This design comes from an exercise in tuning for small area, a short achievable clock period and few clock cycles on the open sky130 flow, not from production work.
Where RTL was checked, it was by simulation tests only, not by an equivalence proof against the original.
No functional check of the RTL was part of runs 1 to 3 and 7.
No activity file was given, so power comes from the tool's default toggle rates.

[design/flow/design.v]
`timescale 1ns / 1ps
module top_module(ans,sign,overflow,car,done,a,b,con,start,clk,rst);
    input [7:0] a;
    input [7:0] b;
    input [2:0] con;
    input start;
    input clk;
    input rst;
    output reg sign,car,overflow,done;
    output [15:0] ans;
    reg [15:0] R;       
    reg [8:0]  X;       
    reg [2:0]  cnt;     
    reg        c_one, c_two, c_neg;    
    reg        sa;      
    reg        mbusy, dbusy;
    assign ans = R;
    wire idle = ~mbusy & ~dbusy;
    wire is_add = (con == 3'b000);
    wire is_sub = (con == 3'b001);
    wire is_mul = (con == 3'b010);
    wire is_div = (con == 3'b011);
    wire is_and = (con == 3'b100);
    wire is_or  = (con == 3'b101);
    wire is_not = (con == 3'b110);
    wire is_xor = (con == 3'b111);
    wire arith  = is_add | is_sub;
    wire [7:0]  bx  = b ^ {8{is_sub}};
    wire [8:0]  sum = {1'b0, a} + {1'b0, bx} + {8'd0, is_sub};
    wire        ov  = (a[7] == bx[7]) && (sum[7] != a[7]);
    function [3:0] blen;
        input [7:0] x;
        begin
            casez (x)
                8'b1???????: blen = 4'd8;
                8'b01??????: blen = 4'd7;
                8'b001?????: blen = 4'd6;
                8'b0001????: blen = 4'd5;
                8'b00001???: blen = 4'd4;
                8'b000001??: blen = 4'd3;
                8'b0000001?: blen = 4'd2;
                8'b00000001: blen = 4'd1;
                default:     blen = 4'd0;
            endcase
        end
    endfunction
    function [3:0] mlen;
        input [7:0] x;
        reg pw;
        begin
            pw = x[7] & (&(x[7:1] | ~x[6:0]));    
            mlen = blen(x ^ {8{x[7]}}) + {3'd0, pw};
        end
    endfunction
    wire [3:0] la = mlen(a);
    wire [3:0] lb = mlen(b);
    wire [3:0] sh = la - lb;
    wire       qzero = (la < lb);
    wire       bzero = (b == 8'd0);
    wire [8:0] dal = {b[7], b} << sh[2:0];
    wire [7:0] dz_lo = a[7] ? ((a == 8'h80) ? 8'h02 : 8'h01) : 8'hff;
    wire [7:0] cap_lo = ({8{arith}}  & sum[7:0])
                      | ({8{is_and}} & (a & b))
                      | ({8{is_or}}  & (a | b))
                      | ({8{is_not}} & ~b)
                      | ({8{is_xor}} & (a ^ b))
                      | ({8{is_mul}} & b)
                      | ({8{is_div & bzero}} & dz_lo);
    wire [7:0] cap_hi = {8{is_div}} & a;
    wire       cap_sign = is_div ? (bzero & ~a[7]) : cap_lo[7];
    wire [9:0] mv   = ({10{c_one}} & {X[8], X}) | ({10{c_two}} & {X, 1'b0});
    wire [9:0] p    = {{2{R[15]}}, R[15:8]};
    wire [9:0] q    = mv ^ {10{c_neg}};
    wire [9:0] y    = p + q + {9'd0, c_neg};
    wire       yz   = c_neg ? (p == mv) : ((p ^ mv) == {p[8:0] | mv[8:0], 1'b0});
    wire       qb   = sa ? (y[9] | yz) : ~y[9];
    reg  [7:0] qm1;
    reg        nz;
    integer    i;
    always @* begin
        nz = 1'b0;
        for (i = 0; i < 8; i = i + 1) begin
            qm1[i] = R[i] ^ ~nz;
            nz = nz | R[i];
        end
    end
    wire [7:0] qn   = qb ? {(c_neg ? R[6:0] : qm1[6:0]), 1'b1} : {R[6:0], 1'b0};
    wire [7:0] rn   = qb ? y[7:0] : R[15:8];
    wire [15:0] mulv = {y, R[7:2]};
    wire [15:0] divv = {rn, qn};
    wire        last = (cnt == 3'd0);
    always @(posedge clk) begin
        R <= ({16{mbusy}} & mulv) | ({16{dbusy}} & divv) | ({16{idle}} & {cap_hi, cap_lo});
        sign <= (mbusy & y[9]) | (dbusy & qn[7]) | (idle & cap_sign);
        car <= idle & arith & sum[8];
        overflow <= idle & arith & ov;
        cnt <= idle ? (is_mul ? 3'd3 : sh[2:0]) : cnt - 3'd1;
        if (mbusy) begin
            c_one <= R[2] ^ R[1];
            c_two <= (R[3] & ~R[2] & ~R[1]) | (~R[3] & R[2] & R[1]);
            c_neg <= R[3];
        end else if (idle) begin
            c_one <= ~is_mul | b[0];
            c_two <= is_mul & b[1] & ~b[0];
            c_neg <= is_mul ? b[1] : (a[7] == b[7]);
        end
        if (idle) begin
            X <= is_mul ? {a[7], a} : dal;
            sa <= a[7];
        end else if (dbusy) begin
            X <= {X[8], X[8:1]};
        end
        done <= ~rst & ((idle & start & ~is_mul & ~(is_div & ~bzero & ~qzero))
                        | (~idle & last));
        if (rst) begin
            mbusy <= 1'b0;
            dbusy <= 1'b0;
        end else if (idle) begin
            mbusy <= start & is_mul;
            dbusy <= start & is_div & ~bzero & ~qzero;
        end else if (last) begin
            mbusy <= 1'b0;
            dbusy <= 1'b0;
        end
    end
endmodule
[design/flow/flow/run.sh]
#!/bin/bash
# Standard layout, with fast input/output buffers and sizing not tied to the cell footprint.
set -euo pipefail
bash standard.sh MATCH_CELL_FOOTPRINT=0 "BUFFER_PORTS_ARGS=-buffer_cell sky130_fd_sc_hd__buf_2" finish > standard_flow.log 2>&1
[design/flow/standard.sh]
#!/bin/bash
# synth_recipe.tcl (not shown) runs the flow's synth.tcl, then flattens the netlist and writes it again
# the make line also repeats each setting of config.mk as NAME=value (left out here)
make -C /OpenROAD-flow-scripts/flow DESIGN_CONFIG=/design/flow/config.mk WORK_HOME=/design/flow/orfs CLKGATE_MAP_FILE= SYNTH_SCRIPT=/design/flow/synth_recipe.tcl "${@:-finish}"
[design/flow/config.mk]
export PLATFORM = sky130hd
export DESIGN_NAME = top_module
export DESIGN_NICKNAME = top_module
export VERILOG_FILES = /design/flow/design.v
export SDC_FILE = /design/flow/constraint.sdc
export NUM_CORES = 4
export LEC_CHECK = 0
export ABC_CLOCK_PERIOD_IN_PS = 3000
export CAP_MARGIN = 20
export CORE_MARGIN = 2
export CORE_UTILIZATION = 50
export PLACE_DENSITY = 0.65
export SETUP_SLACK_MARGIN = 1.5
export SLEW_MARGIN = 20
[design/flow/constraint.sdc]
create_clock -name core_clock -period 5.0 [get_ports {clk}]
set_input_delay 1.0000 -clock core_clock [delete_from_list [all_inputs] [get_ports {clk}]]
set_output_delay 1.0000 -clock core_clock [all_outputs]
set_load 0.01 [all_outputs]
==> results of run 1 <==
## cell families after synthesis
family	after synthesis	share of synthesized area [%]
xor+xnor	46	8.76
mux	15	3.17
buf+inv	85	7.33
flops	38	18.5
compound gates	181	27.0
fa+ha+maj	62	16.6
simple gates	186	18.6
## placed cells by master, fill, tap and decap left out, drive strengths merged, types with 6 or more instances in the layout
cell type and count:
inv 45, nand2 57, nor3 16, nor2 49, a22oi 19, edfxtp 13, a31oi 6, xor2 21
mux2i 13, xnor2 25, ha 59, clkbuf 15, nand3 11, a21o 9, buf 64, o211ai 7
nor2b 7, a211oi 7, a21oi 38, o21ai 30, a31o 7, dfxtp 25, nand4 18
## worst max-delay path: cells and delay by family
family / cells / cell delay [ns]
and+or+nand+nor: 2 / 0.23
buffers and inverters: 2 / 0.15
AOI/OAI and AO/OA: 4 / 0.66
adders and majority gates: 4 / 1.25
muxes: 2 / 0.42
## state kept, by name (all words and copies together) (netlist names)
signal    cells
R            16
X             9
c_neg         1
c_one         1
c_two         1
car           1
cnt           3
dbusy         1
done          1
mbusy         1
overflow      1
sa            1
sign          1
## how the worst max path moves through the flow
stage	to	cells past startpoint
6_report	X[4]	14
3_3_place_gp	X[6]	15
3_5_place_dp	X[3]	13
4_1_cts	X[7]	15
5_1_grt	X[4]	16
2_1_floorplan	X[6]	15
## area by class of cell
type / count / area, sq um
well taps: 129 / 161
flip-flops and latches: 38 / 891
inverters: 46 / 188
repair buffers: 71 / 573
fillers: 843 / 3550
clock buffers: 8 / 101
multi-input cells: 490 / 3820
## through the flow
stage,util [%],total power (uW)
final,61.8,2100
after global routing,61.8,2260
after CTS,59.0,2030
after detailed placement,55.3,1720
after global placement,55.3,1690
after floorplan,-,1460
## Yosys cell counts (all sizes together), types with 2 or more instances
master	instances	area share, %
nand2	57	4.5
a221oi	5	0.91
or2	5	0.65
ha	59	15
fa	3	1.2
nor2b	7	0.91
mux2i	13	2.7
inv	45	3.5
dfxtp	25	10
a2bb2oi	2	0.49
a311oi	5	0.91
o41ai	2	0.36
a21o	9	1.4
o31ai	5	0.78
a2111oi	5	0.91
a41oi	4	1.0
o21a	3	0.47
a31oi	6	0.78
a22oi	19	3.0
nor4b	2	0.36
and3	4	0.52
nand2b	4	0.52
nor3b	2	0.31
xor2	21	3.8
nor2	49	3.8
mux2	2	0.47
nor3	16	1.7
a21boi	2	0.39
o311ai	3	0.55
xnor2	25	4.9
a211o	3	0.55
a21oi	38	4.0
nand4	18	2.3
clkbuf	23	1.8
nand3	11	1.1
o21ai	30	3.2
buf	16	2.0
a221o	2	0.42
a31o	7	1.3
a211oi	7	1.1
o22ai	5	0.65
o221ai	3	0.55
edfxtp	13	8.1
nand3b	3	0.47
o211ai	7	1.6
## timing repair
action	in CTS	in global routing
cloned	0	0
pin swaps	14	23
hold buffers	0	0
endpoints found under the setup margin	28	26
buffers inserted	12	14
gates resized for setup	50	48
## power groups by stage
stage	registers, uW	logic [uW]	clock network [uW]
6_report	465	1390	243
5_1_grt	474	1530	259
4_1_cts	464	1310	248
3_5_place_dp	476	1240	0
3_3_place_gp	473	1220	0
2_1_floorplan	461	997	0
## routing by layer
metal  up-vias  track usage (%)  share of wire, %
met5         -                0                 0
li1       2322                -                 -
met3        21             3.21               4.5
met1      2263             36.2                44
met4         0             8.21               2.1
met2       159             47.8                50
==> run_results.csv, run 1 <==
group,metric,value,unit
run_status,status,"finished clean",
sta,setup_violations,0,
placed_design,dp_hpwl,10600,microns
clock_tree,path_clk_slew,0.07,ns
critical_path,critPathSlowestCell,"fa_2",
layout,final-instance-count-excl-fill,782,
floorplanning,die_y,102,microns
clock_tree,htreeDepth,2,
hold_path,min_to,"cnt[0]",
sta,rsz0062_at_grt,"true",
hold_path,hold_path_depth,1,
power,intPower,1120,uW
yosys,ys_seq_area_share,18.5,%
critical_path,path_cells,"buf_12, inv_8, ha_4, nand2b_4, a2111oi_4, ha_4, ha_4, fa_2, mux2i_2, mux2i_1, nand2_1, a21oi_1, a21oi_1, o21ai_0",
critical_path,cp-end-kind,"flip-flop",
yosys,ys.warnings.count,1,
floorplanning,start_util,51.8,%
yosys,netlist_instances,613,
placed_design,dp_cells,748,
route,firstDrtPassIters,5,
sta,maxSlewViolCount,0,
critical_path,cp_max_fo,7,
sta,period_minus_slack,3.70,ns
placed_design,postPlaceCellArea,5140,sq um
floorplanning,io_pins,42,
placed_design,port_buffers,41,
route,ant_nets,0,
critical_path,reg2reg_slack,1.61,ns
route,vias_per_cell,6.09,
critical_path,crit_start,"b[7]",
floorplanning,die_area,10400,sq um
power,p_leak,0.00242,uW
sta,tightest_slew,0.665,ns
clock_tree,root_buffer,"clkbuf_8",
hold_path,hold_path.class,"reg2reg",
sta,holdWs,0.428,ns
sta,tns,0,ns
layout,stdcell_area,5730,sq um
global_route,first_global_vias,4508,
placed_design,place_ws,0.695,ns
flow_run,cap_violations,0,
critical_path,cp_common_cell,"ha_4",
yosys,synth-seq-cells,38,
global_route,grt_max_degree,30,
layout,n_antenna_cell,0,
power,vdd_drop_max,0.142,mV
yosys,avgSynthCellArea,7.85,sq um
clock_tree,cts.path.max_buffers,2,
yosys,async_flop_share,0,%
yosys,syn_nets,697,
clock_tree,numCtsBuffers,5,
layout,drive_gt1_share,22.5,%
route,route.vias.total,4765,
critical_path,path_class,"in2reg",
power,power_density,366,nW/um^2
clock_tree,numClockSinks,38,
critical_path,cpPeakStageDelay,0.68,ns
clock_tree,tritoncts,"done",
sta,hold_viol,0,
layout,nNetsFinal,736,
clock_tree,clk_latency,0.30,ns
critical_path,worstRegToRegCells,11,
sta,skew,0.0118,ns
sta,setup_ws,1.30,ns
placed_design,gp_congestion,0.905,
global_route,grt_overflow,0,
power,clkPwrFrac,11.6,%
power,switchingPower,975,uW
route,drc_errors,0,
global_route,grt.total_usage,27.6,%
yosys,synth_cell_types,75,
floorplanning,rows,35,
critical_path,r2r-end,"R[0]",
yosys,synth_area,4810,sq um
floorplanning,core,9280,sq um
route,drt_iter0_drc,282,
yosys,synth_edf_count,13,
layout,area_growth_syn_to_layout,19.2,%
sta,max_slew_margin,55.6,%
power,switching_share,46.4,%
sta,max_freq,271,MHz
critical_path,crit_arrival,3.71,ns
critical_path,r2r_start,"c_one",
global_route,grt_antenna_before_repair,0,
critical_path,worstSetupStartpointType,"input pin",
global_route,grt_pass1_wl,22700,microns
critical_path,worstPathRequired,5.01,ns
route,wl_per_cell,18.4,microns
yosys,synth_flop_cell,"dfxtp_1",
hold_path,min-delay-start,"cnt[0]",
route,wirelength,14400,microns
sta,period_share,73.9,%
power,p_comb_share,66.3,%
power,p_seq_share,22.2,%
floorplanning,die_w,102,microns
==> run 2, diff against run 1 <==
--- a/design/flow/config.mk
+++ b/design/flow/config.mk
@@ -6,9 +6,7 @@
 export NUM_CORES = 4
 export LEC_CHECK = 0
-export ABC_CLOCK_PERIOD_IN_PS = 3000
 export CAP_MARGIN = 20
 export CORE_MARGIN = 2
 export CORE_UTILIZATION = 50
 export PLACE_DENSITY = 0.65
-export SETUP_SLACK_MARGIN = 1.5
 export SLEW_MARGIN = 20
==> run_results.csv, run 2 <==
group,metric,value,unit
run_status,status,"finished clean",
power,power_density,392,nW/um^2
route,route.vias.total,4661,
critical_path,cpPeakStageDelay,0.62,ns
global_route,grt_antenna_before_repair,0,
clock_tree,htreeDepth,2,
placed_design,gp_congestion,0.929,
placed_design,postPlaceCellArea,5060,sq um
power,vdd_drop_max,0.143,mV
yosys,ys.warnings.count,1,
sta,period_minus_slack,4.11,ns
critical_path,crit_start,"b[3]",
global_route,grtUsageMet3,1.64,%
hold_path,min-delay-start,"cnt[0]",
placed_design,port_buffers,41,
critical_path,r2r_start,"c_neg",
global_route,use_met2,46.5,%
clock_tree,post-cts-setup-buffer-count,0,
yosys,ys_seq_area_share,18.5,%
critical_path,worstPathRequired,5.05,ns
power,p_leak,0.00228,uW
layout,largest_register,"R",
layout,area_growth_syn_to_layout,7.98,%
global_route,grtUsageMet1,38.2,%
yosys,synth-seq-cells,38,
route,drt_iter0_drc,347,
floorplanning,rows,35,
layout,nNetsFinal,714,
flow_run,cap_violations,0,
sta,tns,0,ns
route,firstDrtPassIters,6,
critical_path,cp-end-kind,"flip-flop",
layout,drive_gt1_share,12.7,%
critical_path,crit_arrival,4.16,ns
critical_path,worstSetupStartpointType,"input pin",
hold_path,hold_path.class,"reg2reg",
layout,fillers,936,
floorplanning,die_y,102,microns
sta,hold_viol,0,
layout,final-instance-count-excl-fill,760,
layout,stdcell_area,5190,sq um
yosys,avgSynthCellArea,7.85,sq um
route,vias_per_cell,6.13,
sta,max_freq,243,MHz
critical_path,cpLargestDelayFamily,"adder cells",
floorplanning,start_util,51.8,%
critical_path,critPathSlowestCell,"fa_1",
layout,multiInputGateArea,3570,sq um
sta,skew,0.00891,ns
layout,final_common_cell,"ha_1",
layout,regArea,891,sq um
critical_path,path_class,"in2reg",
yosys,synth_top_area_share,15.3,%
route,drc_errors,0,
placed_design,dp_hpwl,10600,microns
route,wl_per_cell,18.1,microns
global_route,grt_overflow,0,
global_route,grt.total_usage,27.4,%
layout,layout_common_cells,"ha_1 (59), nand2_1 (56), nor2_1 (49)",
sta,maxSlewViolCount,0,
sta,tightest_slew,0.798,ns
yosys,synth_cell_types,75,
clock_tree,root_buffer,"clkbuf_8",
yosys,syn_nets,697,
sta,setup_violations,0,
yosys,yosys-top-cells-count,"ha_1 (59), nand2_1 (56), nor2_1 (49)",
yosys,async_flop_share,0,%
global_route,top_usage_layer,"met2",
yosys,synth_flop_cell,"dfxtp_1",
floorplanning,die_w,102,microns
critical_path,cp_max_fo,11,
clock_tree,hold_buffers,0,
floorplanning,core,9280,sq um
clock_tree,clk_latency,0.30,ns
clock_tree,ctsResizeCount,0,
yosys,netlist_instances,613,
route,ant_nets,0,
layout,largest_registers,"R x16, X x9, cnt x3",
layout,n_antenna_cell,0,
placed_design,dp_cells,752,
clock_tree,cts.path.max_buffers,2,
sta,period_share,82.2,%
critical_path,cp_common_cell,"a21oi_1",
yosys,synth_top_cell_by_area,"ha_1",
yosys,synth_most_common_cell,"ha_1",
global_route,grt_max_degree,30,
global_route,grt_pass1_wl,22500,microns
floorplanning,io_pins,42,
sta,max_slew_margin,46.8,%
sta,rsz0062_at_grt,"false",
critical_path,cp_num_buf_inv,2,
floorplanning,die_area,10400,sq um
layout,largest_reg_flops,16,
route,wirelength,13700,microns
critical_path,path_cells,"buf_2, nor2_1, a21oi_1, nor3_1, a41oi_1, a2111oi_0, ha_1, ha_1, fa_1, buf_4, mux2i_1, mux2i_1, nand2_1, a21oi_1, a21oi_1, o21ai_0",
yosys,ys_top_cells_by_area,"ha_1 (15%), dfxtp_1 (10%), edfxtp_1 (8.1%)",
clock_tree,tritoncts,"done",
clock_tree,numCtsBuffers,5,
yosys,synth_area,4810,sq um
global_route,first_global_vias,4346,
clock_tree,path_clk_slew,0.08,ns
yosys,synth_edf_count,13,
clock_tree,numClockSinks,38,
power,fin_total_pwr,2040,uW
[run 2: cell counts after synthesis]
Identical to the previous run, type by type.
[run 2: metal layers]
layer  part of all wire, %  vias to the layer above
met5                     0                        -
met4                   1.8                        0
met2                    47                      146
met1                    47                     2220
met3                   4.8                       18
li1                      -                     2277
[run 2: final timing paths]
kind                               end  slack, ns  cells past startpoint
worst min register to register  cnt[0]       0.43                      1
worst max register to register    R[0]       1.07                      9
worst max-delay path              X[4]       0.89                     16
worst min-delay path            cnt[0]       0.43                      1
[run 2: layout make-up]
type / count / share of cell area (%)
clock inverters: 1 / 0.578
repair buffers: 49 / 5.11
clock buffers: 7 / 2.07
inverters: 46 / 3.32
flip-flops and latches: 38 / 17.1
multi-input cells: 490 / 68.7
well taps: 129 / 3.11
[run 2: metrics by stage]
stage          hold slack (ns)  utilization, %  worst slack [ns]
3_5_place_dp             0.422            54.5             0.590
4_1_cts                  0.433            56.0             0.895
5_1_grt                  0.451            56.0             0.490
2_1_floorplan            0.404               -             0.700
3_3_place_gp             0.419            54.5             0.701
6_report                 0.428            56.0             0.891
[run 2: logic make-up (layout without fill, tap and decap cells)]
kind of cell,after synthesis,after routing,share of synthesized area [%]
simple gates,186,186,18.6
compound gates,181,181,27.0
buf+inv,85,103,7.33
fa+ha+maj,62,62,16.6
xor+xnor,46,46,8.76
flops,38,38,18.5
mux,15,15,3.17
[run 2: where the power goes]
part / switching, uW / leakage [uW] / internal, uW / total [uW]
Clock: 124 / 0.0000696 / 193 / 317
Sequential: 72.7 / 0.000348 / 399 / 472
Combinational: 741 / 0.00186 / 505 / 1250
Total: 937 / 0.00228 / 1100 / 2040
==> run 3, diff against run 2 <==
--- a/design/flow/design.v
+++ b/design/flow/design.v
@@ -27,5 +27,7 @@
     wire arith  = is_add | is_sub;
     wire [7:0]  bx  = b ^ {8{is_sub}};
-    wire [8:0]  sum = {1'b0, a} + {1'b0, bx} + {8'd0, is_sub};
+    wire [9:0]  ain = is_mul ? {{2{a[7]}}, a} : {2'b00, a};
+    wire [9:0]  bin = is_mul ? {a[7], a, 1'b0} : {2'b00, bx};
+    wire [9:0]  sum = ain + bin + {9'd0, is_sub};
     wire        ov  = (a[7] == bx[7]) && (sum[7] != a[7]);
     function [3:0] blen;
@@ -60,4 +62,7 @@
     wire [8:0] dal = {b[7], b} << sh[2:0];
     wire [7:0] dz_lo = a[7] ? ((a == 8'h80) ? 8'h02 : 8'h01) : 8'hff;
+    wire [9:0] a1  = {{2{a[7]}}, a};
+    wire [9:0] a2  = {a[7], a, 1'b0};
+    wire [9:0] m0  = b[1] ? (b[0] ? sum : a2) : (b[0] ? a1 : 10'd0);
     wire [7:0] cap_lo = ({8{arith}}  & sum[7:0])
                       | ({8{is_and}} & (a & b))
@@ -65,7 +70,7 @@
                       | ({8{is_not}} & ~b)
                       | ({8{is_xor}} & (a ^ b))
-                      | ({8{is_mul}} & b)
+                      | ({8{is_mul}} & {m0[1:0], b[7:2]})
                       | ({8{is_div & bzero}} & dz_lo);
-    wire [7:0] cap_hi = {8{is_div}} & a;
+    wire [7:0] cap_hi = ({8{is_div}} & a) | ({8{is_mul}} & m0[9:2]);
     wire       cap_sign = is_div ? (bzero & ~a[7]) : cap_lo[7];
     wire [9:0] mv   = ({10{c_one}} & {X[8], X}) | ({10{c_two}} & {X, 1'b0});
@@ -95,5 +100,5 @@
         car <= idle & arith & sum[8];
         overflow <= idle & arith & ov;
-        cnt <= idle ? (is_mul ? 3'd3 : sh[2:0]) : cnt - 3'd1;
+        cnt <= idle ? (is_mul ? 3'd2 : sh[2:0]) : cnt - 3'd1;
         if (mbusy) begin
             c_one <= R[2] ^ R[1];
@@ -101,7 +106,7 @@
             c_neg <= R[3];
         end else if (idle) begin
-            c_one <= ~is_mul | b[0];
-            c_two <= is_mul & b[1] & ~b[0];
-            c_neg <= is_mul ? b[1] : (a[7] == b[7]);
+            c_one <= ~is_mul | b[2];
+            c_two <= is_mul & b[3] & ~b[2];
+            c_neg <= is_mul ? b[3] : (a[7] == b[7]);
         end
         if (idle) begin
--- a/design/flow/config.mk
+++ b/design/flow/config.mk
@@ -6,7 +6,9 @@
 export NUM_CORES = 4
 export LEC_CHECK = 0
+export ABC_CLOCK_PERIOD_IN_PS = 3000
 export CAP_MARGIN = 20
 export CORE_MARGIN = 2
 export CORE_UTILIZATION = 50
 export PLACE_DENSITY = 0.65
+export SETUP_SLACK_MARGIN = 1.5
 export SLEW_MARGIN = 20
==> run_results.csv, run 3 <==
group,metric,value,unit
yosys,ys.warnings.count,1,
global_route,grt_overflow,0,
critical_path,r2r-end,"R[14]",
critical_path,critPathSlowestCell,"fa_2",
global_route,grt_max_degree,27,
floorplanning,core,9640,sq um
sta,period_minus_slack,3.76,ns
critical_path,reg2reg_slack,1.58,ns
critical_path,crit_start,"a[7]",
critical_path,cp_max_fo,7,
power,clkPwrFrac,12.7,%
clock_tree,tritoncts,"done",
layout,area_growth_syn_to_layout,30.8,%
run_status,status,"finished clean",
power,power_density,354,nW/um^2
power,intPower,1260,uW
critical_path,worstSetupStartpointType,"input pin",
sta,hold_viol,0,
floorplanning,io_pins,42,
yosys,synth_most_common_cell,"nor2_1",
sta,tightest_slew,1.03,ns
critical_path,worstPathRequired,5.17,ns
layout,fillers,838,
layout,largest_reg_flops,16,
route,firstDrtPassIters,8,
floorplanning,die_w,103,microns
layout,final_common_cell,"nor2_1",
clock_tree,path_clk_slew,0.08,ns
placed_design,place_ws,0.603,ns
yosys,synth_area,4900,sq um
critical_path,crit_arrival,3.93,ns
global_route,grt_pass1_wl,25900,microns
placed_design,dp_cells,775,
critical_path,crit_end,"X[4]",
sta,skew,0.0115,ns
sta,rsz0062_at_grt,"true",
critical_path,worstRegToRegCells,11,
clock_tree,numCtsBuffers,5,
floorplanning,rows,36,
layout,largest_register,"R",
sta,period_share,75.2,%
floorplanning,die_y,103,microns
clock_tree,root_buffer,"clkbuf_8",
critical_path,cpPeakStageDelay,0.52,ns
power,switching_share,44.5,%
yosys,ys_top_cells_by_area,"ha_1 (15%), dfxtp_1 (10%), edfxtp_1 (8.0%)",
layout,drive_gt1_share,30.4,%
floorplanning,start_util,50.9,%
placed_design,gp_congestion,1.05,
power,switchingPower,1010,uW
route,drc_errors,0,
power,fin_total_pwr,2270,uW
yosys,netlist_instances,634,
layout,n_antenna_cell,0,
route,drt_iter0_drc,398,
yosys,ys_seq_area_share,18.2,%
global_route,grt.total_usage,31.5,%
power,p_comb_share,66.2,%
yosys,synth_cell_types,75,
sta,setup_violations,0,
layout,nNetsFinal,778,
yosys,synth_top_cell_by_area,"ha_1",
power,vdd_drop_max,0.158,mV
yosys,synth_flop_cell,"dfxtp_1",
power,p_seq_share,21.1,%
layout,final-instance-count-excl-fill,828,
clock_tree,clk_latency,0.30,ns
sta,holdWs,0.468,ns
sta,setup_ws,1.24,ns
clock_tree,htreeDepth,2,
critical_path,r2r_start,"c_neg",
layout,layout_common_cells,"nor2_1 (56), nand2_1 (55), ha_1 (49)",
placed_design,port_buffers,41,
critical_path,path_class,"in2reg",
route,wirelength,16700,microns
flow_run,cap_violations,0,
layout,largest_registers,"R x16, X x9, cnt x3",
route,vias_per_cell,6.35,
yosys,yosys-top-cells-count,"nor2_1 (61), nand2_1 (60), ha_1 (58)",
hold_path,hold_path.class,"reg2reg",
global_route,first_global_vias,5053,
global_route,grt_antenna_before_repair,0,
sta,maxSlewViolCount,0,
route,wl_per_cell,20.2,microns
yosys,avgSynthCellArea,7.73,sq um
yosys,synth_top_area_share,14.8,%
placed_design,dp_hpwl,11500,microns
route,ant_nets,0,
sta,max_slew_margin,31.2,%
yosys,async_flop_share,0,%
clock_tree,numClockSinks,38,
floorplanning,die_area,10600,sq um
yosys,synth-seq-cells,38,
sta,tns,0,ns
route,route.vias.total,5258,
clock_tree,cts.path.max_buffers,2,
yosys,syn_nets,718,
yosys,synth_edf_count,13,
power,p_leak,0.00270,uW
critical_path,cp-end-kind,"flip-flop",
sta,max_freq,266,MHz
critical_path,path_cells,"buf_12, inv_8, ha_4, or3_1, a221oi_2, ha_2, inv_2, ha_4, fa_2, buf_6, buf_6, mux2i_2, mux2i_1, nand2_1, a311oi_2, a21o_1",
==> run 3: cell count changes after synthesis, moves of 5 or more <==
cell	change
a21oi_1	+6
clkbuf_1	+10
mux2i_1	+9
nand3_1	+5
nand4_1	-13
nor2_1	+12
o311ai_2	+5
xnor2_1	+13
xor2_1	-12
==> run 3: through the flow <==
step / util [%] / area, sq um
2_1_floorplan: - / 5070
3_3_place_gp: 54.7 / 5280
6_report: 66.5 / 6410
3_5_place_dp: 54.7 / 5280
5_1_grt: 66.5 / 6410
4_1_cts: 62.7 / 6050
==> run 3: cell families (layout without fill, tap and decap cells) <==
| group | after synthesis | count (layout) | share of synthesized area (%) |
|---|---|---|---|
| buffers and inverters | 88 | 149 | 6.94 |
| adder cells (fa/ha/maj) | 62 | 62 | 16.4 |
| XOR/XNOR | 47 | 47 | 8.55 |
| AND/OR/NAND/NOR | 193 | 193 | 18.3 |
| multiplexers | 26 | 26 | 5.64 |
| flip-flops | 38 | 38 | 18.2 |
| AO/OA/AOI/OAI | 180 | 180 | 26.0 |
==> run 3: power groups by stage <==
stage	Combinational, uW	Clock [uW]	Sequential [uW]
after floorplan	980	0	464
after global placement	1240	0	476
after detailed placement	1260	0	480
after CTS	1380	290	474
after global routing	1620	303	490
final	1500	288	479
==> run 3: worst min path at each step <==
stage / startpoint / end / slack (ns) / cells after the start
floorplan: cnt[0] / cnt[0] / 0.43 / 1
detailed placement: cnt[0] / cnt[0] / 0.46 / 1
global placement: cnt[0] / cnt[0] / 0.45 / 1
global route: cnt[0] / cnt[0] / 0.49 / 1
finish: cnt[0] / cnt[0] / 0.47 / 1
CTS: cnt[0] / cnt[0] / 0.47 / 1
==> run 3: layout make-up <==
type | count | area, sq um | area share, %
clock buffer | 8 | 133 | 2.07
multi-input combinational | 508 | 4140 | 64.5
tap | 133 | 166 | 2.60
timing repair buffer | 96 | 882 | 13.8
sequential | 38 | 891 | 13.9
inverter | 45 | 204 | 3.18
==> run 3: metal layers <==
| metal | vias up | global-route usage [%] | wire length [microns] |
|---|---|---|---|
| met5 | - | 0 | 0 |
| met2 | 265 | 54.7 | 8100 |
| li1 | 2433 | - | - |
| met1 | 2497 | 39.2 | 6880 |
| met3 | 63 | 3.80 | 978 |
| met4 | 0 | 13.5 | 733 |
==> run 3: what timing repair did <==
item,CTS,global route
setup buffers,27,17
pin swaps,28,27
cloned,1,0
setup endpoints to repair,26,26
resized for setup,119,51
hold buffers,0,0
==> run 3: critical path, delay by kind of cell <==
family	cells	cell delay, ns
buffers and inverters	5	0.46
adder cells (fa/ha/maj)	4	1.10
multiplexers	2	0.32
AND/OR/NAND/NOR	2	0.45
AO/OA/AOI/OAI	3	0.59
==> run 4, diff against run 3 <==
--- a/design/flow/design.v
+++ b/design/flow/design.v
@@ -31,34 +31,32 @@
     wire [9:0]  sum = ain + bin + {9'd0, is_sub};
     wire        ov  = (a[7] == bx[7]) && (sum[7] != a[7]);
-    function [3:0] blen;
+    function [7:0] mthermo;
         input [7:0] x;
+        integer k;
         begin
-            casez (x)
-                8'b1???????: blen = 4'd8;
-                8'b01??????: blen = 4'd7;
-                8'b001?????: blen = 4'd6;
-                8'b0001????: blen = 4'd5;
-                8'b00001???: blen = 4'd4;
-                8'b000001??: blen = 4'd3;
-                8'b0000001?: blen = 4'd2;
-                8'b00000001: blen = 4'd1;
-                default:     blen = 4'd0;
-            endcase
+            for (k = 0; k < 8; k = k + 1)
+                mthermo[k] = x[7] ? ~((&((x >> k) | (8'hff << (8 - k)))) & (|(x << (8 - k))))
+                                  : |(x >> k);
         end
     endfunction
-    function [3:0] mlen;
-        input [7:0] x;
-        reg pw;
-        begin
-            pw = x[7] & (&(x[7:1] | ~x[6:0]));    
-            mlen = blen(x ^ {8{x[7]}}) + {3'd0, pw};
+    wire [7:0] ta = mthermo(a);
+    wire [7:0] tb = mthermo(b);
+    wire [7:0] u  = ta & ~tb;
+    wire       qzero = |(tb & ~ta);
+    wire       bzero = (b == 8'd0);
+    wire [7:1] ge;
+    genvar g;
+    generate
+        for (g = 1; g < 8; g = g + 1) begin : run
+            assign ge[g] = |(u & (u >> (g - 1)));
         end
-    endfunction
-    wire [3:0] la = mlen(a);
-    wire [3:0] lb = mlen(b);
-    wire [3:0] sh = la - lb;
-    wire       qzero = (la < lb);
-    wire       bzero = (b == 8'd0);
-    wire [8:0] dal = {b[7], b} << sh[2:0];
+    endgenerate
+    wire [2:0] sh;
+    assign sh[2] = ge[4];
+    assign sh[1] = (ge[2] & ~ge[4]) | ge[6];
+    assign sh[0] = (ge[1] & ~ge[2]) | (ge[3] & ~ge[4]) | (ge[5] & ~ge[6]) | ge[7];
+    wire [8:0] d1  = sh[2] ? {b[4:0], 4'd0} : {b[7], b};
+    wire [8:0] d2  = sh[1] ? {d1[6:0], 2'd0} : d1;
+    wire [8:0] dal = sh[0] ? {d2[7:0], 1'b0} : d2;
     wire [7:0] dz_lo = a[7] ? ((a == 8'h80) ? 8'h02 : 8'h01) : 8'hff;
     wire [9:0] a1  = {{2{a[7]}}, a};
==> run_results.csv, run 4 <==
group,metric,value,unit
critical_path,cp-end-kind,"flip-flop",
floorplanning,io_pins,42,
yosys,yosys-top-cells-count,"nand2_1 (64), a21oi_1 (60), nor2_1 (50)",
run_status,status,"finished clean",
route,drc_errors,0,
sta,holdWs,0.461,ns
sta,setup_violations,0,
global_route,grt.total_usage,29.8,%
floorplanning,rows,37,
sta,tns,0,ns
sta,max_slew_margin,40.1,%
layout,final_common_cell,"buf_4",
clock_tree,hold_buffers,0,
global_route,first_global_vias,5024,
flow_run,cap_violations,0,
critical_path,cpLargestDelayFamily,"compound AO/OA/AOI/OAI gates",
yosys,avgSynthCellArea,7.78,sq um
critical_path,critPathSlowestCell,"or4_4",
sta,period_minus_slack,3.53,ns
floorplanning,die_y,106,microns
power,power_density,263,nW/um^2
power,p_leak,0.00277,uW
power,fin_total_pwr,1730,uW
clock_tree,numClockSinks,38,
yosys,synth_flop_cell,"dfxtp_1",
yosys,async_flop_share,0,%
floorplanning,die_area,11200,sq um
critical_path,cp_max_fo,17,
layout,layout_common_cells,"buf_4 (69), nand2_1 (60), a21oi_1 (50)",
critical_path,crit_arrival,3.57,ns
sta,hold_viol,0,
global_route,grt_overflow,0,
sta,tightest_slew,0.897,ns
layout,nNetsFinal,824,
yosys,netlist_instances,669,
critical_path,worstPathRequired,5.04,ns
clock_tree,htreeDepth,2,
yosys,synth-seq-cells,38,
yosys,synth_edf_count,13,
route,ant_nets,0,
layout,largest_reg_flops,16,
yosys,synth_most_common_cell,"nand2_1",
clock_tree,numCtsBuffers,5,
global_route,grt_max_degree,30,
clock_tree,clk_latency,0.29,ns
yosys,ys_seq_area_share,17.1,%
critical_path,path_cells,"clkbuf_4, nand4_4, or4_4, o211ai_1, buf_4, a21oi_1, a211oi_2, a21oi_2, a211oi_4, buf_6, mux2i_2, o221ai_1",
sta,skew,0.0116,ns
sta,max_freq,283,MHz
placed_design,dp_hpwl,12200,microns
yosys,syn_nets,741,
placed_design,port_buffers,41,
layout,largest_registers,"R x16, X x9, cnt x3",
global_route,grt_antenna_before_repair,0,
route,vias_per_cell,6.32,
power,vdd_drop_max,0.151,mV
floorplanning,core,10200,sq um
yosys,ys.warnings.count,1,
layout,drive_gt1_share,31.6,%
placed_design,gp_congestion,0.959,
yosys,synth_cell_types,75,
route,drt_iter0_drc,483,
yosys,synth_area,5200,sq um
route,wl_per_cell,20.3,microns
global_route,grt_pass1_wl,26500,microns
clock_tree,root_buffer,"clkbuf_8",
critical_path,cp_num_buf_inv,3,
critical_path,worstSetupStartpointType,"input pin",
layout,area_growth_syn_to_layout,26.5,%
route,route.vias.total,5616,
floorplanning,die_w,106,microns
clock_tree,tritoncts,"done",
sta,rsz0062_at_grt,"true",
clock_tree,path_clk_slew,0.09,ns
route,firstDrtPassIters,6,
yosys,synth_top_area_share,11.3,%
critical_path,cpPeakStageDelay,0.52,ns
layout,largest_register,"R",
floorplanning,start_util,50.9,%
route,wirelength,18000,microns
yosys,synth_top_cell_by_area,"ha_1",
sta,maxSlewViolCount,0,
critical_path,path_class,"in2reg",
sta,period_share,70.6,%
hold_path,hold_path.class,"reg2reg",
clock_tree,cts.path.max_buffers,2,
yosys,ys_top_cells_by_area,"ha_1 (11%), dfxtp_1 (9.6%), edfxtp_1 (7.5%)",
layout,n_antenna_cell,0,
-- run 4: cell types whose count changed after synthesis, moves of 6 or more --
cell / before / now
a21oi_1: 44 / 60
clkbuf_1: 33 / 22
clkbuf_8: 0 / 11
ha_1: 58 / 47
nor2_1: 61 / 50
o21ai_0: 32 / 43
mux2i_1: 22 / 16
nor4_1: 4 / 10
-- run 4: cell type report --
class,instances,area [sq um]
Fill cell,893,3650
Tap cell,136,170
Inverter,45,180
Clock buffer,6,72.6
Timing Repair Buffer,122,987
Multi-Input combinational cell,540,4270
Sequential cell,38,891
Clock inverter,2,13.8
-- run 4: worst reg2reg max path: stages (launching register included) --
cell and delay, ns:
edfxtp_1 0.56, buf_6 0.20, a22oi_2 0.25, xnor2_1 0.13, ha_1 0.23, or3_4 0.34
o211ai_1 0.23, nand2_2 0.13, xnor2_4 0.27, mux2_4 0.37, and2_2 0.27, nor4_2 0.26
nor3_1 0.09
-- run 4: per-layer routing --
layer | wire, microns | up-vias | global-route usage, %
li1 | - | 2611 | -
met1 | 7310 | 2684 | 37.8
met2 | 8880 | 270 | 52.4
met3 | 1210 | 51 | 3.31
met4 | 620 | 0 | 10.2
met5 | 0 | - | 0
-- run 4: cells by family after synthesis --
logic type	count (synthesis)	share of synthesized area, %
simple gates	209	20.1
fa+ha+maj	51	12.6
compound gates	204	25.8
mux	27	6.54
xor+xnor	48	8.08
flops	38	17.1
buf+inv	92	9.67
-- run 4: final timing paths --
| path | start | end | slack, ns | depth (start not counted) |
|---|---|---|---|---|
| setup / recovery | a[7] | X[7] | 1.47 | 12 |
| hold / removal | cnt[0] | cnt[0] | 0.46 | 1 |
| setup reg to reg | c_one | R[7] | 1.55 | 12 |
| hold reg to reg | cnt[0] | cnt[0] | 0.46 | 1 |
-- run 4: power breakdown --
group	leakage [uW]	internal (uW)	total (uW)	switching, uW
combinational	0.00238	505	1090	585
sequential	0.000345	371	421	50.1
clock	0.0000452	98.7	218	120
total	0.00277	974	1730	755
-- run 4: timing repair --
item	4_1_cts	5_1_grt
gates cloned	1	0
pin swaps	10	47
buffers inserted	22	48
gates resized for setup	42	94
setup endpoints to repair	27	21
-- run 4: through the flow --
stage	cell area [sq um]	instances	utilization [%]	setup WS [ns]
global placement	5400	810	52.7	0.741
global route	6580	889	64.3	1.34
finish	6580	889	64.3	1.47
detailed placement	5400	810	52.7	0.709
CTS	5820	841	56.9	1.50
floorplan	5330	669	-	1.24
Testbench counts of run 4, summed over its fixed seeds: cycles 4,866.
==> run 5, diff against run 4 <==
--- a/design/flow/config.mk
+++ b/design/flow/config.mk
@@ -6,9 +6,7 @@
 export NUM_CORES = 4
 export LEC_CHECK = 0
-export ABC_CLOCK_PERIOD_IN_PS = 3000
 export CAP_MARGIN = 20
 export CORE_MARGIN = 2
 export CORE_UTILIZATION = 50
 export PLACE_DENSITY = 0.65
-export SETUP_SLACK_MARGIN = 1.5
 export SLEW_MARGIN = 20
==> run_results.csv, run 5 <==
group,metric,value,unit
route,wirelength,16200,microns
layout,drive_gt1_share,13.4,%
power,p_comb_share,53.3,%
route,wl_per_cell,19.9,microns
clock_tree,numClockSinks,38,
layout,area_growth_syn_to_layout,4.98,%
clock_tree,ctsResizeCount,0,
power,p_seq_share,26.1,%
clock_tree,post-cts-setup-buffer-count,0,
power,p_leak,0.00229,uW
global_route,first_global_vias,4842,
sta,hold_viol,0,
layout,utilization,53.4,%
route,ant_nets,0,
layout,final_common_cell,"nand2_1",
floorplanning,rows,37,
layout,layout_common_cells,"nand2_1 (64), a21oi_1 (60), nor2_1 (50)",
sta,holdWs,0.469,ns
sta,max_freq,233,MHz
route,vias_per_cell,6.31,
critical_path,cp_max_fo,29,
flow_run,cap_violations,0,
power,clkPwrFrac,20.6,%
clock_tree,htreeDepth,2,
sta,max_slew_margin,40.1,%
floorplanning,die_area,11200,sq um
yosys,synth_cell_types,75,
yosys,ys_seq_area_share,17.1,%
layout,fillers,1026,
global_route,grt_overflow,0,
global_route,grt_max_degree,30,
critical_path,reg2reg_slack,1.03,ns
yosys,synth_top_area_share,11.3,%
yosys,synth_top_cell_by_area,"ha_1",
placed_design,gp_congestion,1.01,
clock_tree,numCtsBuffers,5,
placed_design,dp_hpwl,12200,microns
critical_path,crit_start,"con[1]",
hold_path,hold_path.class,"reg2reg",
sta,period_minus_slack,4.29,ns
placed_design,port_buffers,41,
power,intPower,941,uW
clock_tree,path_clk_slew,0.09,ns
layout,largest_registers,"R x16, X x9, cnt x3",
critical_path,r2r_start,"c_one",
sta,setup_ws,0.709,ns
layout,largest_reg_flops,16,
sta,tightest_slew,0.898,ns
yosys,avgSynthCellArea,7.78,sq um
global_route,grt.total_usage,28.6,%
critical_path,cp-end-kind,"flip-flop",
layout,n_antenna_cell,0,
power,fin_total_pwr,1610,uW
power,switching_share,41.7,%
yosys,synth-seq-cells,38,
sta,skew,0.00812,ns
power,power_density,296,nW/um^2
layout,largest_register,"R",
hold_path,min-delay-start,"cnt[0]",
route,firstDrtPassIters,5,
power,switchingPower,673,uW
yosys,ys_top_cells_by_area,"ha_1 (11%), dfxtp_1 (9.6%), edfxtp_1 (7.5%)",
floorplanning,die_y,106,microns
critical_path,path_class,"in2reg",
clock_tree,clk_latency,0.29,ns
layout,nNetsFinal,752,
yosys,synth_most_common_cell,"nand2_1",
yosys,yosys-top-cells-count,"nand2_1 (64), a21oi_1 (60), nor2_1 (50)",
yosys,async_flop_share,0,%
placed_design,place_ws,0.463,ns
sta,maxSlewViolCount,0,
critical_path,crit_arrival,4.48,ns
yosys,synth_flop_cell,"dfxtp_1",
floorplanning,die_w,106,microns
floorplanning,start_util,50.9,%
clock_tree,cts.path.max_buffers,2,
yosys,netlist_instances,669,
sta,tns,0,ns
critical_path,worstSetupStartpointType,"input pin",
clock_tree,tritoncts,"done",
yosys,ys.warnings.count,1,
sta,period_share,85.8,%
clock_tree,hold_buffers,0,
floorplanning,core,10200,sq um
clock_tree,root_buffer,"clkbuf_8",
yosys,synth_edf_count,13,
yosys,synth_area,5200,sq um
global_route,grt_antenna_before_repair,0,
floorplanning,io_pins,42,
run_status,status,"finished clean",
critical_path,worstPathRequired,5.19,ns
yosys,syn_nets,741,
power,vdd_drop_max,0.192,mV
global_route,grt_pass1_wl,25500,microns
sta,rsz0062_at_grt,"false",
route,drt_iter0_drc,442,
route,drc_errors,0,
route,route.vias.total,5158,
sta,setup_violations,0,
==> run 5: cell counts after synthesis <==
Identical to the previous run, type by type.
==> run 5: power by group through the flow <==
stage / sequential (uW) / clock, uW / combinational (uW)
final: 421 / 333 / 861
after global routing: 428 / 346 / 943
after CTS: 420 / 334 / 852
after detailed placement: 428 / 0 / 845
after global placement: 427 / 0 / 832
after floorplan: 419 / 0 / 649
==> run 5: final cells by class <==
type                    instances  area (sq um)  area share, %
clock buffers                   6          82.6           1.51
clock inverters                 2          60.1           1.10
inverters                      45           169           3.09
multi-input cells             539          3810           69.7
flip-flops and latches         38           891           16.3
well taps                     136           170           3.11
repair buffers                 51           280           5.13
==> run 5: cells by family after synthesis <==
group	count (synthesis)	share of synthesized area, %
multiplexers	27	6.54
adder cells (fa/ha/maj)	51	12.6
buffers and inverters	92	9.67
AND/OR/NAND/NOR	209	20.1
XOR/XNOR	48	8.08
flip-flops	38	17.1
AO/OA/AOI/OAI	204	25.8
==> run 5: final timing paths <==
check                end  cells past startpoint
setup / recovery    sign                     15
hold / removal    cnt[0]                      1
setup reg to reg    R[3]                     12
hold reg to reg   cnt[0]                      1
==> run 5: per-stage QoR <==
stage                     cell area [sq um]  std cells
after floorplan                        5200        669
after global placement                 5320        809
after detailed placement               5320        809
after CTS                              5460        817
after global routing                   5460        817
final                                  5460        817
==> run 5: critical path, cell delays in order <==
cell,delay (ns)
buf_2,0.40
nor3_1,0.09
buf_4,0.20
xnor2_1,0.12
o21ai_0,0.32
ha_1,0.30
nor2b_1,0.13
o21ai_0,0.21
a21oi_1,0.14
o41ai_1,0.55
mux2i_1,0.25
a31oi_1,0.17
or2_2,0.37
nor3_1,0.14
nor3_1,0.07
==> run 5: layer usage <==
| metal | share of wire, % | track usage (%) |
|---|---|---|
| met1 | 44 | 38.7 |
| met2 | 48 | 48.8 |
| met3 | 5.5 | 2.51 |
| met4 | 2.6 | 8.08 |
| met5 | 0 | 0 |
==> run 6, diff against run 5 <==
--- a/design/flow/config.mk
+++ b/design/flow/config.mk
@@ -6,7 +6,9 @@
 export NUM_CORES = 4
 export LEC_CHECK = 0
+export ABC_CLOCK_PERIOD_IN_PS = 3000
 export CAP_MARGIN = 20
 export CORE_MARGIN = 2
 export CORE_UTILIZATION = 50
 export PLACE_DENSITY = 0.65
+export SETUP_SLACK_MARGIN = 0.8
 export SLEW_MARGIN = 20
==> run_results.csv, run 6 <==
group,metric,value,unit
yosys,avgSynthCellArea,7.78,sq um
global_route,grt_antenna_before_repair,0,
yosys,netlist_instances,669,
placed_design,dp_hpwl,12300,microns
critical_path,r2r_start,"c_one",
sta,tns,0,ns
yosys,synth_top_area_share,11.3,%
sta,hold_viol,0,
sta,maxSlewViolCount,0,
global_route,first_global_vias,4865,
yosys,synth_edf_count,13,
critical_path,cp_max_fo,16,
global_route,grt.total_usage,29.1,%
flow_run,cap_violations,0,
route,firstDrtPassIters,5,
run_status,status,"finished clean",
route,wirelength,16100,microns
critical_path,worstRegToRegCells,12,
yosys,yosys-top-cells-count,"nand2_1 (64), a21oi_1 (60), nor2_1 (50)",
power,vdd_drop_max,0.152,mV
power,intPower,902,uW
power,switching_share,43.0,%
power,clkPwrFrac,17.8,%
layout,n_antenna_cell,0,
global_route,grt_max_degree,28,
layout,fillers,1025,
clock_tree,hold_buffers,0,
critical_path,worstSetupStartpointType,"input pin",
floorplanning,rows,37,
placed_design,postPlaceCellArea,5340,sq um
yosys,synth_top_cell_by_area,"ha_1",
hold_path,hold_path.class,"reg2reg",
clock_tree,numCtsBuffers,5,
critical_path,worstPathRequired,5.20,ns
route,route.vias.total,5049,
critical_path,crit_end,"sign",
route,drc_errors,0,
layout,largest_register,"R",
sta,max_freq,250,MHz
sta,period_share,79.9,%
global_route,grt_overflow,0,
yosys,synth_most_common_cell,"nand2_1",
layout,area_growth_syn_to_layout,6.01,%
sta,period_minus_slack,4.00,ns
clock_tree,root_buffer,"clkbuf_8",
yosys,async_flop_share,0,%
route,ant_nets,0,
floorplanning,die_y,106,microns
layout,final_common_cell,"nand2_1",
clock_tree,clk_latency,0.30,ns
yosys,syn_nets,741,
yosys,ys_top_cells_by_area,"ha_1 (11%), dfxtp_1 (9.6%), edfxtp_1 (7.5%)",
placed_design,port_buffers,41,
layout,largest_registers,"R x16, X x9, cnt x3",
power,switchingPower,680,uW
yosys,ys.warnings.count,1,
floorplanning,core,10200,sq um
layout,stdcell_area,5520,sq um
clock_tree,path_clk_slew,0.09,ns
placed_design,dp_cells,810,
critical_path,crit_arrival,4.19,ns
sta,skew,0.0134,ns
yosys,synth_cell_types,75,
floorplanning,die_w,106,microns
critical_path,crit_start,"con[0]",
layout,layout_common_cells,"nand2_1 (64), a21oi_1 (59), nor2_1 (50)",
layout,final-instance-count-excl-fill,820,
floorplanning,start_util,50.9,%
critical_path,reg2reg_slack,1.18,ns
route,wl_per_cell,19.6,microns
layout,utilization,53.9,%
route,vias_per_cell,6.16,
sta,rsz0062_at_grt,"true",
power,power_density,287,nW/um^2
clock_tree,htreeDepth,2,
sta,tightest_slew,0.836,ns
critical_path,path_class,"in2reg",
sta,setup_violations,0,
clock_tree,cts.path.max_buffers,2,
layout,largest_reg_flops,16,
sta,max_slew_margin,44.2,%
floorplanning,io_pins,42,
power,p_seq_share,26.7,%
power,p_comb_share,55.5,%
clock_tree,numClockSinks,38,
floorplanning,die_area,11200,sq um
yosys,synth_area,5200,sq um
sta,holdWs,0.458,ns
critical_path,r2r-end,"R[2]",
yosys,ys_seq_area_share,17.1,%
global_route,grt_pass1_wl,25800,microns
critical_path,cp-end-kind,"flip-flop",
layout,drive_gt1_share,14.3,%
power,p_leak,0.00232,uW
yosys,synth-seq-cells,38,
route,drt_iter0_drc,433,
clock_tree,tritoncts,"done",
placed_design,gp_congestion,0.949,
layout,nNetsFinal,755,
yosys,synth_flop_cell,"dfxtp_1",
[run 6: cell families (layout without fill, tap and decap cells)]
family | after synthesis | in the layout | synth area share, %
and+or+nand+nor | 209 | 209 | 20.1
AOI/OAI and AO/OA | 204 | 204 | 25.8
buffers and inverters | 92 | 107 | 9.67
adders and majority gates | 51 | 51 | 12.6
xor gates and xnor gates | 48 | 48 | 8.08
DFF | 38 | 38 | 17.1
muxes | 27 | 27 | 6.54
[run 6: timing repair]
item / in CTS / in global routing
setup buffers: 0 / 2
setup endpoints to repair: 0 / 15
resized for setup: 0 / 7
[run 6: cell type report]
cell class	instances	area, sq um	share of cell area (%)
multi-input cells	539	3840	69.6
flip-flops and latches	38	891	16.1
repair buffers	54	318	5.76
well taps	136	170	3.08
inverters	45	169	3.06
clock buffers	7	119	2.15
clock inverters	1	8.76	0.159
[run 6: power by group through the flow]
| stage | Clock [uW] | Sequential (uW) | Combinational [uW] |
|---|---|---|---|
| after floorplan | 0 | 419 | 651 |
| after global placement | 0 | 427 | 834 |
| after detailed placement | 0 | 429 | 851 |
| after CTS | 288 | 422 | 856 |
| after global routing | 298 | 428 | 968 |
| final | 282 | 422 | 878 |
[run 6: metal layers]
metal  global-route usage, %  vias to the layer above  share of wire, %
met5                       0                        -                 0
met4                    10.2                        0               2.5
met3                    3.43                       29               6.1
met2                    49.1                      213                48
met1                    38.6                     2341                44
li1                        -                     2466                 -
[run 6: how the worst min path moves through the flow]
stage,start,end,depth (start not counted)
2_1_floorplan,cnt[0],cnt[0],1
3_3_place_gp,cnt[0],cnt[0],1
3_5_place_dp,cnt[0],cnt[0],1
4_1_cts,cnt[0],cnt[0],1
5_1_grt,cnt[0],cnt[0],1
6_report,cnt[0],cnt[0],1
[run 6: per-stage QoR]
| stage | total power [uW] | setup slack, ns |
|---|---|---|
| after floorplan | 1070 | 0.820 |
| after global placement | 1260 | 0.613 |
| after detailed placement | 1280 | 0.522 |
| after CTS | 1570 | 0.855 |
| after global routing | 1690 | 0.755 |
| final | 1580 | 1.00 |
[run 6: critical path, stage by stage]
cell and delay [ns]:
buf_4 0.20, inv_1 0.15, nor3_1 0.19, buf_4 0.22
xnor2_1 0.13, nand2_1 0.09, fa_1 0.44, inv_1 0.10
fa_1 0.42, mux2i_1 0.14, nor2_1 0.05, a21oi_1 0.12
nor2_1 0.05, a21oi_1 0.16, a31oi_2 0.16, or2_2 0.35
nor3_1 0.15, nor3_1 0.08
==> run 7, diff against run 6 <==
--- a/design/flow/design.v
+++ b/design/flow/design.v
@@ -10,7 +10,8 @@
     output [15:0] ans;
     reg [15:0] R;       
-    reg [8:0]  X;       
+    reg [7:0]  X;       
+    reg [9:0]  Z;       
     reg [2:0]  cnt;     
-    reg        c_one, c_two, c_neg;    
+    reg        c_neg;   
     reg        sa;      
     reg        mbusy, dbusy;
@@ -59,4 +60,5 @@
     wire [8:0] d2  = sh[1] ? {d1[6:0], 2'd0} : d1;
     wire [8:0] dal = sh[0] ? {d2[7:0], 1'b0} : d2;
+    wire       dsign = a[7] ^ b[7];    
     wire [7:0] dz_lo = a[7] ? ((a == 8'h80) ? 8'h02 : 8'h01) : 8'hff;
     wire [9:0] a1  = {{2{a[7]}}, a};
@@ -72,9 +74,18 @@
     wire [7:0] cap_hi = ({8{is_div}} & a) | ({8{is_mul}} & m0[9:2]);
     wire       cap_sign = is_div ? (bzero & ~a[7]) : cap_lo[7];
-    wire [9:0] mv   = ({10{c_one}} & {X[8], X}) | ({10{c_two}} & {X, 1'b0});
+    function [9:0] booth;
+        input [7:0] m;
+        input [2:0] d;
+        reg one, two;
+        begin
+            one = d[1] ^ d[0];
+            two = (d[2] & ~d[1] & ~d[0]) | (~d[2] & d[1] & d[0]);
+            booth = (({10{one}} & {{2{m[7]}}, m}) | ({10{two}} & {m[7], m, 1'b0}))
+                  ^ {10{d[2]}};
+        end
+    endfunction
     wire [9:0] p    = {{2{R[15]}}, R[15:8]};
-    wire [9:0] q    = mv ^ {10{c_neg}};
-    wire [9:0] y    = p + q + {9'd0, c_neg};
-    wire       yz   = c_neg ? (p == mv) : ((p ^ mv) == {p[8:0] | mv[8:0], 1'b0});
+    wire [9:0] y    = p + Z + {9'd0, c_neg};
+    wire       yz   = c_neg ? (&(p ^ Z)) : ((p ^ Z) == {p[8:0] | Z[8:0], 1'b0});
     wire       qb   = sa ? (y[9] | yz) : ~y[9];
     reg  [7:0] qm1;
@@ -90,4 +101,7 @@
     wire [7:0] qn   = qb ? {(c_neg ? R[6:0] : qm1[6:0]), 1'b1} : {R[6:0], 1'b0};
     wire [7:0] rn   = qb ? y[7:0] : R[15:8];
+    wire [7:0] xn   = idle ? a : X;
+    wire [2:0] dn   = idle ? {b[3:2], 1'b0} : R[3:1];
+    wire [9:0] zmul = booth(xn, dn);
     wire [15:0] mulv = {y, R[7:2]};
     wire [15:0] divv = {rn, qn};
@@ -99,19 +113,16 @@
         overflow <= idle & arith & ov;
         cnt <= idle ? (is_mul ? 3'd2 : sh[2:0]) : cnt - 3'd1;
-        if (mbusy) begin
-            c_one <= R[2] ^ R[1];
-            c_two <= (R[3] & ~R[2] & ~R[1]) | (~R[3] & R[2] & R[1]);
-            c_neg <= R[3];
-        end else if (idle) begin
-            c_one <= ~is_mul | b[2];
-            c_two <= is_mul & b[3] & ~b[2];
-            c_neg <= is_mul ? b[3] : (a[7] == b[7]);
+        X <= xn;
+        if (dbusy) begin
+            Z <= {Z[9], Z[9:1]};
+        end else if (mbusy | is_mul) begin
+            Z <= zmul;
+            c_neg <= dn[2];
+        end else begin
+            Z <= {dal[8], dal} ^ {10{~dsign}};
+            c_neg <= ~dsign;
         end
-        if (idle) begin
-            X <= is_mul ? {a[7], a} : dal;
+        if (idle)
             sa <= a[7];
-        end else if (dbusy) begin
-            X <= {X[8], X[8:1]};
-        end
         done <= ~rst & ((idle & start & ~is_mul & ~(is_div & ~bzero & ~qzero))
                         | (~idle & last));
--- a/design/flow/config.mk
+++ b/design/flow/config.mk
@@ -6,9 +6,9 @@
 export NUM_CORES = 4
 export LEC_CHECK = 0
-export ABC_CLOCK_PERIOD_IN_PS = 3000
+export ABC_CLOCK_PERIOD_IN_PS = 2500
 export CAP_MARGIN = 20
 export CORE_MARGIN = 2
 export CORE_UTILIZATION = 50
 export PLACE_DENSITY = 0.65
-export SETUP_SLACK_MARGIN = 0.8
+export SETUP_SLACK_MARGIN = 1.1
 export SLEW_MARGIN = 20
==> run_results.csv, run 7 <==
group,metric,value,unit
power,switchingPower,660,uW
critical_path,cpPeakStageDelay,0.52,ns
sta,maxSlewViolCount,0,
yosys,synth-seq-cells,45,
critical_path,crit_cells,10,
yosys,async_flop_share,0,%
critical_path,crit_end,"Z[1]",
critical_path,worstPathRequired,5.18,ns
yosys,ys_top_cells_by_area,"dfxtp_1 (16%), ha_1 (11%), mux2i_1 (7.8%)",
critical_path,reg2reg_slack,1.37,ns
clock_tree,root_buffer,"clkbuf_8",
critical_path,cp_num_buf_inv,1,
yosys,syn_nets,742,
yosys,synth_cell_types,77,
sta,max_freq,266,MHz
critical_path,path_class,"in2reg",
layout,largest_reg_flops,16,
sta,setup_violations,0,
clock_tree,numCtsBuffers,5,
global_route,grt_overflow,0,
clock_tree,cts.path.max_buffers,2,
layout,final_common_cell,"inv_1",
power,p_seq_share,29.7,%
route,vias_per_cell,6.28,
global_route,grt.total_usage,28.7,%
layout,largest_registers,"R x16, Z x10, X x8",
route,met1_length,6970,microns
yosys,yosys-top-cells-count,"inv_1 (67), nand2_1 (50), nor2_1 (49)",
yosys,synth_edf_count,3,
critical_path,path_cells,"buf_2, or3_1, nor4b_2, nor2_1, a221o_1, a221oi_2, and2_2, mux2i_1, mux2i_1, a221oi_1",
clock_tree,clk_latency,0.31,ns
yosys,synth_most_common_cell,"inv_1",
power,clkPwrFrac,18.2,%
power,power_density,275,nW/um^2
layout,layout_common_cells,"inv_1 (67), nand2_1 (49), nor2_1 (47), ha_1 (47), o21ai_0 (46)",
global_route,grt_antenna_before_repair,0,
power,p_comb_share,52.1,%
layout,drive_gt1_share,14.9,%
power,vdd_drop_max,0.169,mV
critical_path,cp_max_fo,14,
layout,area_growth_syn_to_layout,8.68,%
power,switching_share,42.2,%
yosys,ys_seq_area_share,17.8,%
route,wl_per_cell,19.3,microns
power,fin_total_pwr,1570,uW
sta,hold_viol,0,
layout,largest_register,"R",
yosys,netlist_instances,669,
critical_path,worstSetupStartpointType,"input pin",
critical_path,worstRegToRegCells,12,
route,ant_nets,0,
clock_tree,path_clk_slew,0.10,ns
floorplanning,rows,37,
placed_design,port_buffers,41,
clock_tree,htreeDepth,2,
power,p_leak,0.00257,uW
placed_design,gp_congestion,0.987,
yosys,avgSynthCellArea,7.82,sq um
placed_design,dp_hpwl,11800,microns
clock_tree,numClockSinks,45,
clock_tree,hold_buffers,0,
yosys,ys.warnings.count,1,
hold_path,min-delay-start,"X[1]",
critical_path,r2r_start,"c_neg",
floorplanning,io_pins,42,
route,drt_iter0_drc,375,
hold_path,hold_path.class,"reg2reg",
yosys,synth_flop_cell,"dfxtp_1",
sta,period_minus_slack,3.77,ns
sta,period_share,75.3,%
route,wirelength,15800,microns
floorplanning,die_w,106,microns
route,dr.max_layer_used,"met4",
floorplanning,start_util,51.1,%
sta,rsz0062_at_grt,"true",
critical_path,crit_arrival,3.94,ns
route,drc_errors,0,
floorplanning,die_area,11300,sq um
run_status,status,"finished clean",
global_route,first_global_vias,4861,
route,routed-wl-met3,1290,microns
route,wl_met2,7160,microns
sta,tns,0,ns
yosys,synth_top_cell_by_area,"dfxtp_1",
critical_path,critPathSlowestCell,"or3_1",
floorplanning,core,10200,sq um
clock_tree,tritoncts,"done",
critical_path,r2r-end,"R[7]",
critical_path,cpLargestDelayFamily,"simple AND/OR/NAND/NOR gates",
floorplanning,die_y,106,microns
sta,max_slew_margin,45.1,%
critical_path,cp_common_cell,"mux2i_1",
sta,tightest_slew,0.823,ns
yosys,synth_area,5230,sq um
layout,nNetsFinal,758,
layout,n_antenna_cell,0,
critical_path,crit_start,"a[7]",
sta,skew,0.0100,ns
route,route.vias.total,5159,
route,firstDrtPassIters,7,
critical_path,cp-end-kind,"flip-flop",
power,intPower,905,uW
flow_run,cap_violations,0,
global_route,grt_max_degree,29,
global_route,grt_pass1_wl,25700,microns
yosys,synth_top_area_share,16.1,%
[run 7: timing repair]
| action | CTS | global route |
|---|---|---|
| pin swaps | 0 | 3 |
| endpoints found under the hold margin | 0 | 0 |
| endpoints found under the setup margin | 7 | 21 |
| buffers inserted | 0 | 1 |
| resized for setup | 4 | 26 |
[run 7: per-layer routing]
metal  global-route usage [%]  up-vias
met3                     4.17       34
met1                     40.2     2434
met5                        0        -
met2                     45.7      258
li1                         -     2433
met4                     8.65        0
[run 7: logic make-up after synthesis]
family	after synthesis	share of synthesized area, %
AO/OA/AOI/OAI	179	23.0
adder cells (fa/ha/maj)	52	13.0
XOR/XNOR	47	7.87
buffers and inverters	110	9.16
multiplexers	49	10.4
AND/OR/NAND/NOR	187	18.8
flip-flops	45	17.8
[run 7: final cells by class]
| class | count | area, sq um |
|---|---|---|
| Timing Repair Buffer | 49 | 285 |
| Tap cell | 136 | 170 |
| Fill cell | 978 | 4550 |
| Clock buffer | 5 | 68.8 |
| Sequential cell | 45 | 931 |
| Clock inverter | 3 | 46.3 |
| Multi-Input combinational cell | 514 | 3920 |
| Inverter | 70 | 263 |
[run 7: per-stage QoR]
stage / cells / setup slack, ns / utilization (%) / area [sq um] / hold WS, ns
after floorplan: 669 / 1.11 / - / 5230 / 0.434
after global placement: 813 / 0.708 / 53.2 / 5440 / 0.465
after detailed placement: 813 / 0.634 / 53.2 / 5440 / 0.464
after CTS: 821 / 1.12 / 54.4 / 5570 / 0.487
after global routing: 822 / 0.990 / 55.6 / 5690 / 0.517
final: 822 / 1.23 / 55.6 / 5690 / 0.491
[run 7: worst min-delay path by stage]
stage / cells after the start / slack [ns] / to
2_1_floorplan: 1 / 0.43 / cnt[0]
6_report: 2 / 0.49 / X[1]
3_3_place_gp: 2 / 0.46 / X[6]
4_1_cts: 1 / 0.49 / cnt[0]
5_1_grt: 1 / 0.52 / cnt[0]
3_5_place_dp: 1 / 0.46 / cnt[0]
[run 7: worst reg2reg max path: cells and delay by family (launching register included)]
kind	cells	cell delay, ns
buf+inv	1	0.25
compound gates	7	1.60
simple gates	1	0.08
fa+ha+maj	1	0.45
mux	2	0.59
flops	1	0.54
[run 7: power by group through the flow]
stage | sequential (uW) | combinational, uW | clock (uW)
2_1_floorplan | 469 | 593 | 0
3_3_place_gp | 472 | 785 | 0
3_5_place_dp | 474 | 789 | 0
4_1_cts | 465 | 795 | 290
5_1_grt | 473 | 902 | 302
6_report | 465 | 815 | 284

-- afterwards: timing with drivers on the ports --
The results above use ideal ports. As a check the final layouts listed here were re-extracted and re-timed, cells and wires unchanged. Step 1, drivers: a clkbuf_16 drives clk and a buf_2 each remaining input, both assumed. Step 2 moves the port delays by t, midway between the first and last clock arrival at a register: inputs arrive t later, outputs are due t later. That takes back most of the time a late clock gives input paths. Slacks: no drivers / after step 1 / after step 2; pairs: no drivers / after step 1.
run | t (ns) | setup WS [ns] | worst setup path at the end | clock arrival spread, ns | pins driven straight from the clock port
run 1 | 0.322 | 1.304 / 1.269 / 0.948 | input to register | 0.011 / 0.011 | 1
run 2 | 0.328 | 0.891 / 0.902 / 0.574 | input to register | 0.009 / 0.009 | 1
run 3 | 0.322 | 1.238 / 1.188 / 0.866 | input to register | 0.011 / 0.012 | 1
run 4 | 0.319 | 1.469 / 1.448 / 1.129 | input to register | 0.012 / 0.012 | 1
run 5 | 0.322 | 0.709 / 0.721 / 0.399 | input to register | 0.008 / 0.008 | 1
run 6 | 0.328 | 1.003 / 1.000 / 0.673 | input to register | 0.014 / 0.013 | 1
run 7 | 0.335 | 1.235 / 1.249 / 0.914 | input to register | 0.010 / 0.010 | 1
After both steps setup and hold are still met in every run listed. The setup slack of run 3, which loses most, moves by -0.050 ns with the drivers and by -0.372 ns with both steps.
